This design comes from an exercise in tuning for small area on the open sky130 flow, not from production work.
Only simulation tests tie the RTL to the original design; equivalence was not proved.

==> flow/design.v <==
module fa(
    input wire a,
    input wire b,
    input wire c,
    output wire s,
    output wire co
    );
    assign s = a ^ b ^ c;
    assign co = (a & b) | (a & c) | (b & c);
endmodule
module ha(
    input wire a,
    input wire b,
    output wire s,
    output wire co
    );
    assign s = a ^ b;
    assign co = a & b;
endmodule
module top(
    input wire clk,
    input wire reset,
    input wire [7:0] next_in,
    output reg [7:0] f
    );
    reg [3:0] st;
    reg [7:0] r0, r1, r2, r3;
    wire pb = ~st[3] & st[2];
    wire pd = st[3] & ~st[2];
    wire [7:0] a = r0;
    wire [7:0] b = next_in;
    wire t0 = ~(~(a[0] & b[1])) & ~(~(a[1] & b[0]));
    wire t1, t2;
    fa ut1 (~(a[0] & b[2]), ~(a[1] & b[1]), ~(a[2] & b[0]), t1, t2);
    wire t3 = t0 & ~(t1);
    wire t4, t5;
    fa ut4 (~(a[0] & b[3]), ~(a[1] & b[2]), ~(a[2] & b[1]), t4, t5);
    wire t6, t7;
    fa ut6 (~(a[3] & b[0]), t2, t4, t6, t7);
    wire t8 = t3 & ~(t6);
    wire t9, t10;
    fa ut9 (~(a[0] & b[4]), ~(a[1] & b[3]), ~(a[2] & b[2]), t9, t10);
    wire t11, t12;
    fa ut11 (~(a[3] & b[1]), ~(a[4] & b[0]), t5, t11, t12);
    wire t13, t14;
    fa ut13 (t9, t7, t11, t13, t14);
    wire t15 = t8 & ~(t13);
    wire t16, t17;
    fa ut16 (~(a[0] & b[5]), ~(a[1] & b[4]), ~(a[2] & b[3]), t16, t17);
    wire t18, t19;
    fa ut18 (~(a[3] & b[2]), ~(a[4] & b[1]), ~(a[5] & b[0]), t18, t19);
    wire t20, t21;
    fa ut20 (t10, t16, t18, t20, t21);
    wire t22, t23;
    fa ut22 (t12, t20, t14, t22, t23);
    wire t24 = t15 & ~(t22);
    wire t25, t26;
    fa ut25 (~(a[0] & b[6]), ~(a[1] & b[5]), ~(a[2] & b[4]), t25, t26);
    wire t27, t28;
    fa ut27 (~(a[3] & b[3]), ~(a[4] & b[2]), ~(a[5] & b[1]), t27, t28);
    wire t29, t30;
    fa ut29 (~(a[6] & b[0]), t17, t19, t29, t30);
    wire t31, t32;
    fa ut31 (t25, t27, t21, t31, t32);
    wire t33, t34;
    fa ut33 (t29, t31, t23, t33, t34);
    wire t35 = t24 & ~(t33);
    wire t36, t37;
    fa ut36 (~(a[1] & b[6]), ~(a[2] & b[5]), ~(a[3] & b[4]), t36, t37);
    wire t38, t39;
    fa ut38 (~(a[4] & b[3]), ~(a[5] & b[2]), ~(a[6] & b[1]), t38, t39);
    wire t40, t41;
    fa ut40 ((a[7] & b[0]), (a[0] & b[7]), t26, t40, t41);
    wire t42, t43;
    fa ut42 (t28, t36, t38, t42, t43);
    wire t44, t45;
    fa ut44 (t30, t40, t42, t44, t45);
    wire t46, t47;
    fa ut46 (t32, t44, t34, t46, t47);
    wire t48 = t35 & ~(t46);
    wire t49, t50;
    fa ut49 (b[0], ~(a[2] & b[6]), ~(a[3] & b[5]), t49, t50);
    wire t51, t52;
    fa ut51 (~(a[4] & b[4]), ~(a[5] & b[3]), ~(a[6] & b[2]), t51, t52);
    wire t53, t54;
    fa ut53 ((a[7] & b[1]), (a[1] & b[7]), t37, t53, t54);
    wire t55, t56;
    fa ut55 (t39, t49, t51, t55, t56);
    wire t57, t58;
    fa ut57 (t41, t43, t53, t57, t58);
    wire t59, t60;
    fa ut59 (t55, t45, t57, t59, t60);
    wire t61 = ~(t48);
    wire t62, t63;
    fa ut62 (t59, t47, t61, t62, t63);
    wire t64, t65;
    fa ut64 (b[1], ~(a[3] & b[6]), ~(a[4] & b[5]), t64, t65);
    wire t66, t67;
    fa ut66 (~(a[5] & b[4]), ~(a[6] & b[3]), (a[7] & b[2]), t66, t67);
    wire t68, t69;
    fa ut68 ((a[2] & b[7]), t50, t52, t68, t69);
    wire t70, t71;
    fa ut70 (t64, t66, t54, t70, t71);
    wire t72, t73;
    fa ut72 (t56, t68, t58, t72, t73);
    wire t74, t75;
    fa ut74 (t70, t60, t72, t74, t75);
    wire t76 = t74 ^ t63;
    wire t77 = ~(t74) | ~(t63);
    wire t78, t79;
    fa ut78 (b[2], ~(a[4] & b[6]), ~(a[5] & b[5]), t78, t79);
    wire t80, t81;
    fa ut80 (~(a[6] & b[4]), (a[7] & b[3]), (a[3] & b[7]), t80, t81);
    wire t82, t83;
    fa ut82 (t65, t78, t67, t82, t83);
    wire t84, t85;
    fa ut84 (t80, t69, t82, t84, t85);
    wire t86, t87;
    fa ut86 (t71, t84, t73, t86, t87);
    wire t88 = ~(t77);
    wire t89, t90;
    fa ut89 (t75, t86, t88, t89, t90);
    wire t91, t92;
    fa ut91 (b[3], ~(a[5] & b[6]), ~(a[6] & b[5]), t91, t92);
    wire t93, t94;
    fa ut93 ((a[7] & b[4]), (a[4] & b[7]), t79, t93, t94);
    wire t95, t96;
    fa ut95 (t91, t81, t93, t95, t96);
    wire t97, t98;
    fa ut97 (t83, t95, t85, t97, t98);
    wire t99, t100;
    fa ut99 (t97, t87, t90, t99, t100);
    wire t101, t102;
    fa ut101 (b[4], ~(a[6] & b[6]), (a[7] & b[5]), t101, t102);
    wire t103, t104;
    fa ut103 ((a[5] & b[7]), t92, t101, t103, t104);
    wire t105, t106;
    fa ut105 (t94, t103, t96, t105, t106);
    wire t107, t108;
    fa ut107 (t105, t98, t100, t107, t108);
    wire t109, t110;
    fa ut109 (b[5], (a[7] & b[6]), (a[6] & b[7]), t109, t110);
    wire t111, t112;
    fa ut111 (t102, t109, t104, t111, t112);
    wire t113, t114;
    fa ut113 (t111, t106, t108, t113, t114);
    wire t115, t116;
    fa ut115 (b[6], ~(a[7] & b[7]), t110, t115, t116);
    wire t117, t118;
    fa ut117 (t115, t112, t114, t117, t118);
    wire t119 = b[7] ^ t116 ^ t118;
    wire [7:0] q = {t119, ~(t117), ~(t113), ~(t107), ~(t99), ~(t89), ~(t76), ~(t62)};
    wire [7:0] sc;
    wire [7:0] s;
    assign s[0] = r0[0] ^ next_in[0];
    assign sc[0] = r0[0] & next_in[0];
    genvar i;
    generate
        for (i = 1; i < 8; i = i + 1) begin : add
            assign s[i] = r0[i] ^ next_in[i] ^ sc[i-1];
            assign sc[i] = (r0[i] & next_in[i]) | (r0[i] & sc[i-1]) | (next_in[i] & sc[i-1]);
        end
    endgenerate
    wire [7:0] nx = pb ? q : pd ? s : next_in;
    always @(posedge clk) begin
        r0 <= r1;
        r1 <= r2;
        r2 <= r3;
        r3 <= nx;
    end
    always @(posedge clk or posedge reset)
        if (reset)
            st <= 4'b0000;
        else begin
            st[1:0] <= st[1:0] + 2'd1;
            if (&st[1:0])
                st[3:2] <= {st[3] ^ st[2], st[3] | ~st[2]};
        end
    wire fen = (st == 4'b1011) | (st[3:2] == 2'b11 && st[1:0] != 2'b11);
    always @(posedge clk or posedge reset)
        if (reset)
            f <= 8'd0;
        else if (fen)
            f <= r1;
endmodule
clock: 12.0 ns
lec_check: 0
cap_margin: 20
core_margin: 2
core_utilization: 40
slew_margin: 20
synth_hierarchical: 1
synth_minimum_keep_size: 0
run.sh (not shown) runs the stock make flow with config.mk's settings and CLKGATE_MAP_FILE= SYNTH_SCRIPT=/design/flow/synth_recipe.tcl, a recipe that flattens the netlist after the stock synthesis.
Change:
- CTS_BUF_LIST: not set -> sky130_fd_sc_hd__clkbuf_4
Outcome: Clock-buffer cell count stays the same; global-route usage is about the same; via count rises slightly; fmax is higher slightly; synthesized area does not change; sequential cell count does not change; setup slack improved by 0.054 ns; die area does not change.
Change:
==> flow/flow/run.sh (new file) <==
#!/bin/bash
# The standard layout (standard.sh), with two changes:
#  - the port buffers are the smallest buffer (buf_1) instead of the
#    resizer's default pick;
#  - CTS uses clkbuf_4 for the root and leaf buffers and inserts no dummy
#    loads.
# Everything else (synthesis, floorplan, power grid, placement, routing)
# is the standard flow's. make's full output goes to standard.log; ORFS's
# per-step logs stay under orfs/logs/.
set -euo pipefail
export BUFFER_PORTS_ARGS="-buffer_cell sky130_fd_sc_hd__buf_1"
export CTS_ARGS="-sink_clustering_enable -repair_clock_nets -buf_list sky130_fd_sc_hd__clkbuf_4 -root_buf sky130_fd_sc_hd__clkbuf_4 -dont_use_dummy_load"
bash standard.sh > standard.log 2>&1
==> flow/standard.sh (new file) <==
#!/bin/bash
# synth_recipe.tcl (not shown) runs the flow's synth.tcl, then flattens the netlist and writes it again
# the make line also repeats each setting of config.mk as NAME=value (left out here)
make -C /OpenROAD-flow-scripts/flow DESIGN_CONFIG=/design/flow/config.mk WORK_HOME=/design/flow/orfs CLKGATE_MAP_FILE= SYNTH_SCRIPT=/design/flow/synth_recipe.tcl "${@:-finish}"
- CTS_BUF_LIST: sky130_fd_sc_hd__clkbuf_4 -> not set
removed: flow/run.sh
The new run produced a clean layout.
Worst setup slack improves by 0.35 ns.
Worst hold slack degrades by 0.0049 ns.
Core utilization falls by 2.1 points.
Synthesized cell count is unchanged.
Final cell count falls by 0.86%.

-- separate check: timing with driven ports --
The results above use ideal ports. As a check the final layouts listed here were re-extracted and re-timed, cells and wires unchanged. Step 1, drivers: a clkbuf_16 drives clk and a buf_2 each remaining input, both assumed. Step 2 times the ports against the registers' clock, not the clock port: input delays grow and output delays shrink by t, the midpoint of the rising clock arrivals with the driver on. Three values: no drivers, after step 1, after step 2; two values: the first two.
run | t, ns | slack for setup (ns) | hold WS [ns] | worst setup path after step 2 | slew at the worst register clock pin (ns)
the first run | 0.305 | 2.680 / 2.676 / 2.371 | 0.327 / 0.327 / 0.327 | input to register | 0.08 / 0.08
the second run | 0.360 | 2.734 / 2.727 / 2.367 | 0.335 / 0.335 / 0.335 | input to register | 0.12 / 0.12
the third run | 0.351 | 3.079 / 3.076 / 2.725 | 0.330 / 0.330 / 0.330 | input to register | 0.12 / 0.12
After both steps every run listed still meets setup and hold. The setup slack of the second run, which loses most, moves by -0.007 ns with the drivers and by -0.367 ns with both steps.
